This is an optimization exercise on Yosys and OpenROAD, whose aim is small area and a short achievable clock period, not a production implementation.
No driver is modelled on the clock port, so clock power and skew are understated where the tree is cut down; a real chip needs a root buffer or a tree.
No activity file was given, so power comes from the tool's default toggle rates.

==> run a: inputs <==
==> flow/design.v <==
module synchronous_fifo #(
    parameter DEPTH = 10,
    parameter DATA_WIDTH = 32
) (
    input                           clk,
    input                           rst_n,
    input                           w_en,
    input                           r_en,
    input       [DATA_WIDTH-1:0]    data_in,
    output reg  [DATA_WIDTH-1:0]    data_out,
    output reg                      full,
    output reg                      empty
);
reg [DEPTH-1:0] w_sel, r_sel;
reg nfull_k;
reg [3:0] count;
wire wr = w_en & ~full;
wire rd = r_en & ~empty;
always @(posedge clk) begin
    if (!rst_n) begin
        w_sel  <= {{(DEPTH-1){1'b0}}, 1'b1};
        nfull_k <= 1'b1;
        r_sel  <= {{(DEPTH-1){1'b0}}, 1'b1};
        count  <= 4'd0;
        full   <= 1'b0;
        empty  <= 1'b1;
    end else begin
        if (wr) w_sel <= {w_sel[DEPTH-2:0], w_sel[DEPTH-1]};
        if (rd) r_sel <= {r_sel[DEPTH-2:0], r_sel[DEPTH-1]};
        if (wr & ~rd) begin
            count <= count + 4'd1;
            full  <= (count == DEPTH-1);
            nfull_k <= (count != DEPTH-1);
            empty <= 1'b0;
        end else if (rd & ~wr) begin
            count <= count - 4'd1;
            full  <= 1'b0;
            nfull_k <= 1'b1;
            empty <= (count == 4'd1);
        end
    end
end
genvar g;
wire [DATA_WIDTH-1:0] slot [0:DEPTH-1];
generate
    for (g = 0; g < DEPTH; g = g + 1) begin : row
        reg  [DATA_WIDTH-1:0] word;
        wire load = wr & w_sel[g];
        wire keep = ~(w_en & nfull_k & w_sel[g]);
        always @(posedge clk)
            word <= (data_in & {DATA_WIDTH{load}}) | (word & {DATA_WIDTH{keep}});
        assign slot[g] = word;
    end
endgenerate
integer i;
reg [DATA_WIDTH-1:0] rdata;
always @(*) begin
    rdata = {DATA_WIDTH{1'b0}};
    for (i = 0; i < DEPTH; i = i + 1)
        rdata = rdata | ({DATA_WIDTH{r_sel[i]}} & slot[i]);
end
always @(posedge clk) begin
    if (!rst_n)
        data_out <= {DATA_WIDTH{1'b0}};
    else if (rd)
        data_out <= rdata;
end
endmodule
==> flow/flow/run.sh <==
#!/bin/bash
bash standard.sh BUFFER_PORTS_ARGS="-buffer_cell sky130_fd_sc_hd__buf_1" \
  CTS_ARGS="-sink_clustering_enable -repair_clock_nets -sink_clustering_size 30 -sink_clustering_max_diameter 100 -buf_list sky130_fd_sc_hd__clkbuf_16 -dont_use_dummy_load" \
  POST_CTS_TCL="$(pwd)/flow/post_cts.tcl" \
  > standard_run.log 2>&1
==> flow/flow/post_cts.tcl <==
source [file join [file dirname [info script]] unroot.tcl]
unroot_clock_tree
estimate_parasitics -placement
==> flow/flow/unroot.tcl <==
proc unroot_clock_tree {} {
  set block [ord::get_db_block]
  set clk_net [$block findNet clk]
  set root ""
  set nin 0
  foreach it [$clk_net getITerms] {
    if {[$it isInputSignal]} { set root [$it getInst]; incr nin }
  }
  if {$nin != 1} { puts "unroot: clock port feeds $nin pins, left as is"; return }
  set root_out ""
  foreach it [$root getITerms] {
    if {[$it isOutputSignal]} { set root_out [$it getNet] }
  }
  set loads {}
  foreach it [$root_out getITerms] {
    if {[$it isInputSignal]} {
      if {![string match "sky130_fd_sc_hd__clkbuf_*" [[[$it getInst] getMaster] getName]]} {
        puts "unroot: root buffer drives a non-buffer, left as is"; return
      }
      lappend loads $it
    }
  }
  if {[llength $loads] > 4} { puts "unroot: root drives [llength $loads] pins, left as is"; return }
  foreach it $loads {
    $it disconnect
    $it connect $clk_net
  }
  foreach it [$root getITerms] { if {[$it getNet] != "NULL"} { $it disconnect } }
  odb::dbInst_destroy $root
  odb::dbNet_destroy $root_out
  puts "unroot: clock port now feeds [llength $loads] clock buffers"
}
==> flow/standard.sh <==
#!/bin/bash
# synth_recipe.tcl (not shown) runs the flow's synth.tcl, then flattens the netlist and writes it again
# the make line also repeats each setting of config.mk as NAME=value (left out here)
make -C /OpenROAD-flow-scripts/flow DESIGN_CONFIG=/design/flow/config.mk WORK_HOME=/design/flow/orfs CLKGATE_MAP_FILE= SYNTH_SCRIPT=/design/flow/synth_recipe.tcl "${@:-finish}"
==> flow/config.mk <==
export PLATFORM = sky130hd
export DESIGN_NAME = synchronous_fifo
export DESIGN_NICKNAME = synchronous_fifo
export VERILOG_FILES = /design/flow/design.v
export SDC_FILE = /design/flow/constraint.sdc
export NUM_CORES = 4
export LEC_CHECK = 0
export CAP_MARGIN = 20
export CORE_MARGIN = 2
export CORE_UTILIZATION = 55
export SETUP_SLACK_MARGIN = 1.5
export SLEW_MARGIN = 20
==> flow/constraint.sdc <==
create_clock -name core_clock -period 3.0 [get_ports {clk}]
set_input_delay 0.6000 -clock core_clock [delete_from_list [all_inputs] [get_ports {clk}]]
set_output_delay 0.6000 -clock core_clock [all_outputs]
set_load 0.01 [all_outputs]
==> run b: changes against run a <==
==> flow/design.v (replaced) <==
module synchronous_fifo #(
    parameter DEPTH = 10,
    parameter DATA_WIDTH = 32
) (
    input                           clk,
    input                           rst_n,
    input                           w_en,
    input                           r_en,
    input       [DATA_WIDTH-1:0]    data_in,
    output reg  [DATA_WIDTH-1:0]    data_out,
    output reg                      full,
    output reg                      empty
);
function [4:0] j_up;
    input [4:0] j;
    j_up = {j[3:0], ~j[4]};
endfunction
function [4:0] j_down;
    input [4:0] j;
    j_down = {~j[0], j[4:1]};
endfunction
function j_is;
    input [4:0] j;
    input integer k;
    case (k)
        0: j_is = ~j[4] & ~j[0];
        1: j_is =  j[0] & ~j[1];
        2: j_is =  j[1] & ~j[2];
        3: j_is =  j[2] & ~j[3];
        4: j_is =  j[3] & ~j[4];
        5: j_is =  j[4] &  j[0];
        6: j_is = ~j[0] &  j[1];
        7: j_is = ~j[1] &  j[2];
        8: j_is = ~j[2] &  j[3];
        default: j_is = ~j[3] & j[4];
    endcase
endfunction
reg [4:0] w_ptr, r_ptr, occ;
reg nfull_k;
wire wr  = w_en & ~full;
wire rd  = r_en & ~empty;
wire inc = wr & ~rd;
wire dec = rd & ~wr;
always @(posedge clk) begin
    if (!rst_n) begin
        w_ptr   <= 5'd0;
        r_ptr   <= 5'd0;
        occ     <= 5'd0;
        full    <= 1'b0;
        nfull_k <= 1'b1;
        empty   <= 1'b1;
    end else begin
        if (wr) w_ptr <= j_up(w_ptr);
        if (rd) r_ptr <= j_up(r_ptr);
        if (inc) begin
            occ     <= j_up(occ);
            full    <= j_is(occ, 9);
            nfull_k <= ~j_is(occ, 9);
            empty   <= 1'b0;
        end else if (dec) begin
            occ     <= j_down(occ);
            full    <= 1'b0;
            nfull_k <= 1'b1;
            empty   <= j_is(occ, 1);
        end
    end
end
genvar g;
wire [DATA_WIDTH-1:0] slot [0:DEPTH-1];
wire [DEPTH-1:0] r_sel;
generate
    for (g = 0; g < DEPTH; g = g + 1) begin : row
        reg  [DATA_WIDTH-1:0] word;
        wire w_here = j_is(w_ptr, g);
        wire load = w_en & ~full & w_here;
        wire keep = ~(w_en & nfull_k & w_here);
        always @(posedge clk)
            word <= (data_in & {DATA_WIDTH{load}}) | (word & {DATA_WIDTH{keep}});
        assign slot[g] = word;
        assign r_sel[g] = j_is(r_ptr, g);
    end
endgenerate
integer i;
reg [DATA_WIDTH-1:0] rdata;
always @(*) begin
    rdata = {DATA_WIDTH{1'b0}};
    for (i = 0; i < DEPTH; i = i + 1)
        rdata = rdata | ({DATA_WIDTH{r_sel[i]}} & slot[i]);
end
always @(posedge clk) begin
    if (!rst_n)
        data_out <= {DATA_WIDTH{1'b0}};
    else if (rd)
        data_out <= rdata;
end
endmodule
==> comparison table <==
Run status: run a complete, no violations; run b complete, no violations
Logic inverters: run a 5; run b 9
Clock latency reported for the late side of the worst-skew pair: run a 0.39 ns; run b 0.40 ns
Effective utilization at floorplan: run a 0.5630; run b 0.5541
Starting DRT DRC Count: run a 1,351; run b 1,386
Grt met2 use: run a 0.4807; run b 0.5561
Standard cell area after detailed placement: run a 0.01380 sq mm; run b 0.01420 sq mm
Top routing layer used: run a met4; run b met5
Maximum number of pins on one net before global-route repair: run a 43; run b 38
Levels on crit path: run a 5; run b 6
Via count of the first global-routing pass: run a 9,705; run b 10,560
Number of vias after detailed routing: run a 10,440; run b 11,330
Met1 usage in global routing: run a 0.4357; run b 0.4746
Routability Congestion: run a 0.7415; run b 0.7757
Reg power frac: run a 0.627; run b 0.602
FF-to-FF setup slack: run a 1.45 ns; run b 1.38 ns
Cell area after synthesis: run a 0.01373 sq mm; run b 0.01383 sq mm
Non-clock buffer contribution to total cell area: run a 0.06382; run b 0.1096
Function was not checked in any run of this note: the RTL went through the layout flow alone.

-- port drivers added, routing unchanged --
Ports are ideal in the flow. The routed layouts listed here were re-timed in OpenROAD.
Step 1 assumes that a clkbuf_16 drives the clock port and a buf_2 every other input.
Step 2 times the ports against the registers' clock, not the clock port: input delays grow and output delays shrink by t, the midpoint of the rising clock arrivals with the driver on.
Three values: ideal ports, drivers, drivers and shift; two values: the first two.
run	shift t [ns]	slack for setup (ns)	hold WS [ns]	clock arrival spread, ns	worst slew at a driven data input, ns
run a	0.436	1.444 / 1.453 / 1.048	0.493 / 0.493 / 0.493	0.038 / 0.039	0.08
run b	0.438	1.381 / 1.337 / 1.069	0.473 / 0.473 / 0.473	0.050 / 0.050	0.10
After both steps setup and hold are still met in every run listed. The setup slack of run a, which loses most, moves by +0.009 ns with the drivers and by -0.396 ns with both steps.
